From an optimization exercise on the open Yosys and OpenROAD flow, aimed at small area and few clock cycles per item; shortcuts taken in it are not production practice.
Only simulation tests tie the RTL to the original design; equivalence was not proved.

==> flow/design.v (outline; a module is shown in full before it is edited, if it fits) <==
// module DCSformer: 7039 lines
module DCSformer(
	clk,
	rst_n,
	i_valid,
	w_valid,
	i_data,
	w_data,
	w_ready,
	o_valid,
	o_data
);
  // ...
==> flow/run.sh <==
#!/bin/bash
# synth_recipe.tcl (not shown) runs the flow's synth.tcl, then flattens the netlist and writes it again
# the make line also repeats each setting of config.mk as NAME=value (left out here)
make -C /OpenROAD-flow-scripts/flow DESIGN_CONFIG=/design/flow/config.mk WORK_HOME=/design/flow/orfs CLKGATE_MAP_FILE= SYNTH_SCRIPT=/design/flow/synth_recipe.tcl finish
==> flow/config.mk <==
export PLATFORM = sky130hd
export DESIGN_NAME = DCSformer
export DESIGN_NICKNAME = DCSformer
export VERILOG_FILES = /design/flow/design.v
export SDC_FILE = /design/flow/constraint.sdc
export NUM_CORES = 4
export LEC_CHECK = 0
export CAP_MARGIN = 0
export CORE_MARGIN = 2
export CORE_UTILIZATION = 55
export CTS_CLUSTER_DIAMETER = 80
export CTS_CLUSTER_SIZE = 24
export SLEW_MARGIN = 0
==> flow/constraint.sdc <==
create_clock -name core_clock -period 6.0 [get_ports {clk}]
set_input_delay 1.2000 -clock core_clock [delete_from_list [all_inputs] [get_ports {clk}]]
set_output_delay 1.2000 -clock core_clock [all_outputs]
set_load 0.01 [all_outputs]
==> metrics list, run 1 <==
- Detailed-routed wire length on met2: 101,900 µm
* Horizontal extent of the die: 392.9 µm
- Top library cells by usage in the layout, fill and taps aside: dfxtp_1 (1,228), inv_1 (933), edfxtp_1 (720)
- Skew-Pair Late Insertion Delay: 800 ps
* Worst setup startpoint: actm[0]
* Startpoint type of the worst setup path: flop
- Among the stages of the critical path, the cell type that occurs most often is fa_1.
* Multi-input combinational gate total: 3,413
- Vertical die dimension: 392.9 µm
- Routed wire length: 236,500 µm
- The critical path crosses 22 cells after its start point.
- Met1 Track Usage GR: 0.4646
* Outcome: timing/DRC/antenna clean
- Port buffering added 52 buffers.
- The layout has 365 buffers outside the clock class.
- Yosys instantiated no cell more often than dfxtp_1.
- Routability-driven placement finished with a final weighted congestion of 1.007.
* Die ar.: 0.1544 mm²
* Maximum clock frequency: 171.2 MHz
* Net count of the finished layout: 7,945
* Count of flip-flops with a built-in enable after synthesis: 720
- In this run the critical register-to-register path is launched from actm[0].
- Antenna fix cells: 2
- For this run, the leading register cell type out of synthesis is dfxtp_1.
Testbench counts, summed over its fixed seeds: cycles 29,944, items 192.
==> run 2, diff against run 1 <==
--- a/flow/config.mk
+++ b/flow/config.mk
@@ -8,6 +8,4 @@
 export CAP_MARGIN = 0
 export CORE_MARGIN = 2
 export CORE_UTILIZATION = 55
-export CTS_CLUSTER_DIAMETER = 80
-export CTS_CLUSTER_SIZE = 24
 export SLEW_MARGIN = 0
==> run 2 against run 1 <==
Count of clock-buffer cells in the layout up 89. Sequential cell count is the same. Still clean. Critical path type unchanged. Non-clock buffer count shrank 11. Register-to-register slack worse by 20 ps. Design area increased by 2.9%. Sequential share of layout area decreased by 1.4 points. Routed wire length increased by 0.83%. Synthesized cell count unchanged.
==> metrics list, run 2 <==
- The final-stage net count is 8,012 (+0.84%).
* Post-detailed-route wirelength per cell: 26.36 µm
- Across every metal layer, demand over resource in global routing totals 0.3138.
- Yosys warning count: 1
* Area growth from synthesis to final layout: 14.36%
- Kind of critical path: reg2reg
- Setup violations remaining at the end of the flow were counted as 0.
- Once detail routing completed, the nets flagged for antenna violations numbered 0.
* Area share of the largest cell type after synthesis: 0.2955
- After routing the design area is 0.09513 mm².
- In this run the worst path has a maximum fanout of 21.
* Worst setup startpoint: actm[0]
- Post-cts hold buffer count: 0
* Number of violations reported at the end of detailed-routing iteration 0: 5,168
* Vertical die dimension: 392.9 µm (unchanged)
* First-pass detailed-route iteration total: 7
- The worst setup path is launched from a flop.
* Initial antenna violation count: 10
* Data arrival, critical path: 6530 ps
- The first global-routing pass estimated 340,900 µm of wire.
* Largest area contributor in the netlist: dfxtp_1
- After legalization and detailed placement, the total HPWL measured 184,400 µm.
- Setup crit end: acc[15]
- In this run the number of H-tree levels came out at 4.
* Routed wire length: 238,500 µm (+0.83%)
- The tool flagged a number of max-cap violations equal to 0.
- 54 I/O pins were placed.
- Of the total synthesized cell area, the portion taken by XOR and XNOR cells is 0.01453.
- Compound-cell area share of the yosys netlist: 0.05747
- The final weighted congestion in routability-driven placement was 1.007 (unchanged).
- Average cell area after synthesis: 12.84 µm²
- The startpoint identified for the worst register-to-register timing path is actm[0].
- Of the total synthesized cell area, the portion taken by AND, OR, NAND and NOR gates is 0.07244.
* Number of flip-flops under the largest register name: 904
* Largest register by flop count: xc
- The largest registers in the layout are xc x904, acc x248.
- The number of port buffers is 52 (unchanged).
* Vias: 49,040
- STA classifies the critical path endpoint as a flop.
- Die ar.: 0.1544 mm² (unchanged)
* Clock buffers created by TritonCTS: 189
- Proportion of synthesized flip-flops having asynchronous set or reset: 0.01067
- Initial Utilization: 0.5548
- Worst Max-Slew Pin Slew: 1179 ps
- By area, the combinational part of the netlist is dominated by adder cells.
* Global route total overflow: 0
* CTS root buf: clkbuf_16
- Synthesis produced a netlist with a net count of 7,631.
- Post-synthesis share of cell area spent on full adders, half adders and majority gates: 0.2326
* Synthesis-stage register bit count: 1,969
* Reg2Reg Capture Point: acc[15]
- In the routed design, unresolved DRC markers number 0.
- For this run, the register share of the synthesized area comes to 0.5617.
- Total of fill cells in the finished design: 11,690
- Maximum number of pins on one net before global-route repair: 185
- The count of flip-flops with a built-in enable after synthesis was 720 (unchanged).
* Cell area after placement: 0.08819 mm²
* Worst min-delay path class: reg2reg
* Clock-pin transition on the worst setup and hold timing paths: 60 ps
* R2R setup slack: 140 ps
* Synth Cell Area: 0.08319 mm²
* Max Clock Skew: 65.04 ps
- Number of global-route vias before repair: 48,100
* Area of the core: 0.1500 mm²
- The clock latency of the later-clocked register in the worst-skew pair came to 840 ps (+40 ps).
- The library cell used most frequently in the layout, excluding fill and tap cells, is dfxtp_1.
* Required time worst endpoint: 6670 ps
* Top-count cell post-synth: dfxtp_1
* Total count of max-transition violations in the final report: 0
- The clock period could shrink to 5865 ps.
* Final period util: 0.9774
- Fraction of final layout cells sized beyond drive strength 1: 0.1089
- Worst slew margin: 0.2054
* TritonCTS clock tree: built
* Horizontal extent of the die: 392.9 µm (unchanged)
- Post-synthesis instance total: 6,480
* Maximum clock frequency: 170.5 MHz (-0.40%)
- For the worst flop-to-flop path, the logic depth is 21.
* Top library cells by usage in the layout, fill and taps aside: dfxtp_1 (1,228), inv_1 (933), edfxtp_1 (720)
- The number of different library cells used by synthesis comes to 80.
- The final-report hold violation count was 0.
* Tightest hold margin: 272.0 ps
- Most numerous cell types in the synthesized netlist: dfxtp_1 (1,228), inv_1 (933), edfxtp_1 (720), fa_1 (693), nand2_1 (618)
- Predominant post-synthesis flop cell: dfxtp_1
* Vias per cell: 5.419
* Proportion of synthesized area in mux cells: 0.01053
- Leading post-synthesis cells by cell area: dfxtp_1 (30%), edfxtp_1 (26%), fa_1 (17%)
- The flow ran to the end and the layout has no timing, DRC or antenna violations.
- Row count: 142
* Max Buffers Root-to-Sink: 3
* TritonCTS Sinks: 1,969
## run 2: routing by layer
| metal | global-route usage | part of all wire |
|---|---|---|
| met3 | 0.07677 | 0.093 |
| met1 | 0.4657 | 0.45 |
| met2 | 0.4561 | 0.43 |
| met4 | 0.09579 | 0.033 |
| met5 | 0 | 0.000042 |
## run 2: logic make-up (layout without fill, tap and decap cells)
group / after synthesis / count (layout)
DFF: 1969 / 1969
and+or+nand+nor: 1368 / 1368
adders and majority gates: 1131 / 1131
buffers and inverters: 1098 / 1645
AOI/OAI and AO/OA: 696 / 696
xor gates and xnor gates: 138 / 138
muxes: 79 / 79
other: 1 / 6
## run 2: per-stage QoR
step / utilization / std cells / TNS, ps / worst slack, ps
after floorplan: - / 6480 / -300710 / -417.6
after global placement: 0.5881 / 8673 / -23.53 / -22.44
after detailed placement: 0.5881 / 8673 / -161.3 / -55.65
after CTS: 0.6326 / 9033 / 0 / 3.916
after global routing: 0.6343 / 9043 / -137.9 / -55.88
final: 0.6344 / 9048 / 0 / 135.4
## run 2: how the worst min path moves through the flow
| stage | slack, ps | from | cells past startpoint | endpoint |
|---|---|---|---|---|
| 6_report | 270 | xc[850] | 0 | xc[858] |
| 5_1_grt | 270 | xc[850] | 0 | xc[858] |
| 4_1_cts | 260 | xc[850] | 0 | xc[858] |
| 3_5_place_dp | 310 | xc[279] | 0 | xc[287] |
| 3_3_place_gp | 310 | xc[216] | 0 | xc[224] |
| 2_1_floorplan | 310 | mdl[16] | 0 | mdl[17] |
## run 2: cell type report
| class | instances | area (µm²) | area share |
|---|---|---|---|
| sequential | 1969 | 46740 | 0.4913 |
| multi-input combinational | 3413 | 32470 | 0.3413 |
| clock buffer | 247 | 5389 | 0.05665 |
| inverter | 934 | 3506 | 0.03685 |
| timing repair buffer | 354 | 3267 | 0.03434 |
| tap | 2016 | 2522 | 0.02651 |
| clock inverter | 110 | 1231 | 0.01294 |
| antenna | 5 | 12.51 | 0.0001315 |
## run 2: worst max-delay path: stages, from the launching register on
cell,delay [ps]
dfrtp_4,530
clkbuf_4,210
buf_4,170
a21oi_4,140
buf_12,240
buf_4,270
nor2_1,90
ha_1,310
fa_1,480
inv_1,50
fa_1,500
fa_1,520
inv_1,40
ha_1,330
a21o_1,270
or2_2,370
nand2_1,110
o31ai_1,70
buf_4,160
a31o_2,250
fa_1,430
xor2_1,180
## run 2: repair_timing
action	CTS	global route
setup buffers	3	9
resized for setup	2	32
cloned	0	1
pin swaps	0	5
setup endpoints to repair	6	81
==> run 3, diff against run 2 <==
--- a/flow/config.mk
+++ b/flow/config.mk
@@ -8,4 +8,6 @@
 export CAP_MARGIN = 0
 export CORE_MARGIN = 2
 export CORE_UTILIZATION = 55
+export CTS_CLUSTER_DIAMETER = 70
+export CTS_CLUSTER_SIZE = 32
 export SLEW_MARGIN = 0
==> run 3 against run 2 <==
Still clean on timing, DRC and antenna. Worst hold slack better by 40 ps. Final cell count is 1.5% lower. Sequential share of layout area up 1.0 points. Count of clock-buffer cells in the layout decreased by 124. Critical path type unchanged. Area after synthesis unchanged. Highest routed layer unchanged.
==> metrics list, run 3 <==
- Outcome: timing/DRC/antenna clean
- The effective utilization at floorplan is 0.5548 (unchanged).
* Vias per cell: 5.466 (+0.85%)
- The final weighted congestion in routability-driven placement came to 1.007 (unchanged).
* Post-synthesis instance total: 6,480 (unchanged)
- First-pass GRT wire length: 336,200 µm (-1.4%)
* Predominant post-synthesis flop cell: dfxtp_1
- Data arrival, critical path: 6500 ps (-30 ps)
* Area of the core: 0.1500 mm² (unchanged)
- Largest register by flop count: xc
- Synth Cell Area: 0.08319 mm² (unchanged)
- Leaving out fill and tap cells, the most frequent cell in the layout is dfxtp_1.
* Top-count cell post-synth: dfxtp_1
- Final hold violations: 0 (unchanged)
- Max Buffers Root-to-Sink: 3 (unchanged)
- Most numerous cell types in the synthesized netlist: dfxtp_1 (1,228), inv_1 (933), edfxtp_1 (720), fa_1 (693), nand2_1 (618)
- Net count of the finished layout: 7,943 (-0.86%)
- Capturing element type of the critical path: flop
- The routed length per placed instance came to 26.46 µm (+0.41%).
* Cell variety after synth: 80 (unchanged)
- Worst min-delay path class: reg2reg
- Worst min-delay path startpoint: mdl[33]
- Simple-gate area share of the yosys netlist: 0.07244 (unchanged)
- Post-cts hold buffer count: 0 (unchanged)
- The residual DRC count is 0 (unchanged).
- Most used cell, CP: fa_1
* Worst setup startpoint: actm[0]
- The chip height is 392.9 µm (unchanged).
* Largest area contributor in the netlist: dfxtp_1
- Total I/O pin count: 54 (unchanged)
* Count of final setup violators: 0 (unchanged)
* Worst setup margin: 137.9 ps (+2.436 ps)
* Total of fill cells in the finished design: 11,930 (+2.0%)
* # H-tree levels: 3 (-1)
- The fraction of final layout cells with drive strength greater than 1 was 0.09426 (-0.01460).
- Final Instance Area: 0.09318 mm² (-2.0%)
* Average cell area after synthesis: 12.84 µm² (unchanged)
* Proportion of synthesized area in mux cells: 0.01053 (unchanged)
- Kind of critical path: reg2reg
- The maximum fanout along the worst path is 12 (-43%).
- Startpoint of the worst register-to-register path: actm[0]
* TritonCTS Sinks: 1,969 (unchanged)
- The worst slack at placement is -55.65 ps (unchanged).
* Max Clock Skew: 61.17 ps (-3.867 ps)
- Cell area after placement: 0.08819 mm² (unchanged)
- Synthesized Nets: 7,631 (unchanged)
- Count of flip-flops with a built-in enable after synthesis: 720 (unchanged)
- Main combinational cell family by area after synthesis: adder cells
- Global route total overflow: 0 (unchanged)
- The placement row count is 142 (unchanged).
* Leading post-synthesis cells by cell area: dfxtp_1 (30%), edfxtp_1 (26%), fa_1 (17%)
- The TritonCTS buffer count came to 109 (-42%).
- The tree is rooted in a clkbuf_16.
- The number of port buffers is 52 (unchanged).
- Setup repair after global routing missed its margin: yes
- The compound-gate portion of the synthesized area was 0.05747 (unchanged).
- Sum of buffers and inverters on the critical path: 7 (unchanged)
- Total count of max-transition violations in the final report: 0 (unchanged)
- The number of global-route vias before repair was 47,130 (-2.0%).
* Crit-path slowest cell: dfrtp_4
* Area growth from synthesis to final layout: 12.02%
- Delay of the slowest cell on the worst path: 560 ps (+30 ps)
- Number of violations reported at the end of detailed-routing iteration 0: 5,129 (-0.75%)
* Die ar.: 0.1544 mm² (unchanged)
* TritonCTS clock tree: built
* Category of cells accounting for the largest share of critical-path delay: adder cells
* Area share of the largest cell type after synthesis: 0.2955 (unchanged)
* Share of the yosys chip area belonging to registers: 0.5617 (unchanged)
- The total of flip-flops plus latches after synthesis is 1,969 (unchanged).
- Traced cell by cell, the critical path runs through buf_2, buf_4, a21oi_4, buf_12, buf_6, nor2_1, ha_1, fa_1, inv_1, fa_1, fa_1, inv_1, ha_1, a21o_1, or2_2, nand2_1, o31ai_1, buf_4, a31o_2, fa_1, xor2_1.
* Max-cap violations: 0 (unchanged)
* Worst slew margin: 0.1898 (-0.01563)
- Horizontal extent of the die: 392.9 µm (unchanged)
* Vias: 48,700 (-0.69%)
- The total wirelength of the detailed-routed design was 235,800 µm (-1.1%).
- Dpl hpwl: 184,400 µm (unchanged)
- The worst endpoint required time came to 6640 ps (-30 ps).
- Proportion of synthesized flip-flops having asynchronous set or reset: 0.01067 (unchanged)
* Initial antenna violation count: 12 (+2)
* Maximum number of pins on one net before global-route repair: 185 (unchanged)
- Yosys warning count: 1 (unchanged)
- The part of the cycle the worst path needs is 0.9770 (about the same).
* Xor/xnor cell area share of the yosys netlist: 0.01453 (unchanged)
* Largest registers: xc x904, acc x248
- Post-synthesis share of cell area spent on full adders, half adders and majority gates: 0.2326 (unchanged)
* DRT antenna net count: 0 (unchanged)
* Worst Max-Slew Pin Slew: 1203 ps (+23.20 ps)
- The detailed-routing iteration count for the pre-antenna-repair pass came to 6 (-1).
* Total global-route track usage: 0.3093 (-0.004513)
* Final period demand of the worst path: 5862 ps (-2.436 ps)
- Number of flip-flops under the largest register name: 904 (unchanged)
* Clock-pin transition on the worst setup and hold timing paths: 110 ps (+50 ps)
- Skew-Pair Late Insertion Delay: 790 ps (-50 ps)
* Top library cells by usage in the layout, fill and taps aside: dfxtp_1 (1,228), inv_1 (933), edfxtp_1 (720)
- Startpoint type of the worst setup path: flop
* Maximum clock frequency: 170.6 MHz (about the same)
==> run 3: cell count changes in the layout (fill, tap and decap cells not counted), moves of 5 or more <==
cell / previous run / this run
clkinvlp_4: 13 / 0
clkbuf_8: 27 / 0
bufinv_16: 9 / 1
clkbuf_1: 22 / 11
clkinv_8: 2 / 10
inv_6: 12 / 3
inv_16: 1 / 10
clkinv_1: 5 / 0
inv_4: 5 / 0
clkinv_16: 11 / 28
clkinv_2: 36 / 7
inv_12: 0 / 12
clkbuf_16: 198 / 114
clkinv_4: 14 / 3
==> run 3: cell type report <==
class | count | area, µm² | area share
antenna | 9 | 22.52 | 0.0002417
clock buffer | 123 | 2844 | 0.03052
clock inverter | 81 | 1588 | 0.01704
inverter | 934 | 3506 | 0.03762
multi-input combinational | 3413 | 32550 | 0.3493
sequential | 1969 | 46740 | 0.5016
tap | 2016 | 2522 | 0.02707
timing repair buffer | 365 | 3411 | 0.03660
==> run 3: stage by stage <==
step / util / hold WS (ps) / TNS (ps) / cells
3_5_place_dp: 0.5881 / 312.1 / -161.3 / 8673
6_report: 0.6214 / 312.5 / 0 / 8910
5_1_grt: 0.6213 / 312.2 / -308.5 / 8902
4_1_cts: 0.6182 / 310.4 / 0 / 8880
3_3_place_gp: 0.5881 / 309.5 / -23.53 / 8673
2_1_floorplan: - / 309.6 / -300710 / 6480
==> run 3: final timing paths <==
kind | to | slack (ps) | depth (start not counted)
max in group asynchronous | actm[0] | 4160 | 1
min reg2reg | mdl[34] | 310 | 0
max reg2reg | acc[15] | 140 | 21
max | acc[15] | 140 | 21
min | mdl[34] | 310 | 0
min in group asynchronous | icnt[6] | 1030 | 1
==> run 3: what timing repair did <==
item,in CTS,in global routing
gates cloned,0,2
setup buffers,3,19
pin swaps,0,14
gates resized for setup,7,49
setup endpoints to repair,19,84
==> run 3: logic make-up after synthesis <==
family                   after synthesis
AO/OA/AOI/OAI                        696
XOR/XNOR                             138
adder cells (fa/ha/maj)             1131
buffers and inverters               1098
flip-flops                          1969
multiplexers                          79
other                                  1
AND/OR/NAND/NOR                     1368
==> run 3: routing by layer <==
metal / up-vias / global-route usage / wire, µm
li1: 21840 / - / -
met1: 24640 / 0.4617 / 105000
met2: 1872 / 0.4512 / 100900
met3: 334 / 0.07244 / 22020
met4: 6 / 0.08979 / 7793
met5: - / 0 / 32

==> afterwards: timing with drivers on the ports <==
How much do the figures lean on ideal ports? The routed layouts below were timed once more, with nothing changed but the port constraints. Step 1 assumes that a clkbuf_16 drives the clock port and a buf_2 every other input. Step 2 moves the port delays by t, midway between the first and last clock arrival at a register: inputs arrive t later, outputs are due t later. That takes back most of the time a late clock gives input paths. a / b / c = ideal / step 1 / step 2; a / b = the first two.
run | t (ns) | setup slack, ns | worst setup path after step 2 | worst register clock-pin slew, ns | worst slew at a driven data input, ns
run 1 | 0.862 | 0.159 / 0.159 / 0.159 | register to register | 0.10 / 0.10 | 0.03
run 2 | 0.889 | 0.135 / 0.135 / 0.135 | register to register | 0.07 / 0.07 | 0.03
run 3 | 0.845 | 0.138 / 0.138 / 0.138 | register to register | 0.11 / 0.11 | 0.03
After both steps every run listed still meets setup and hold.
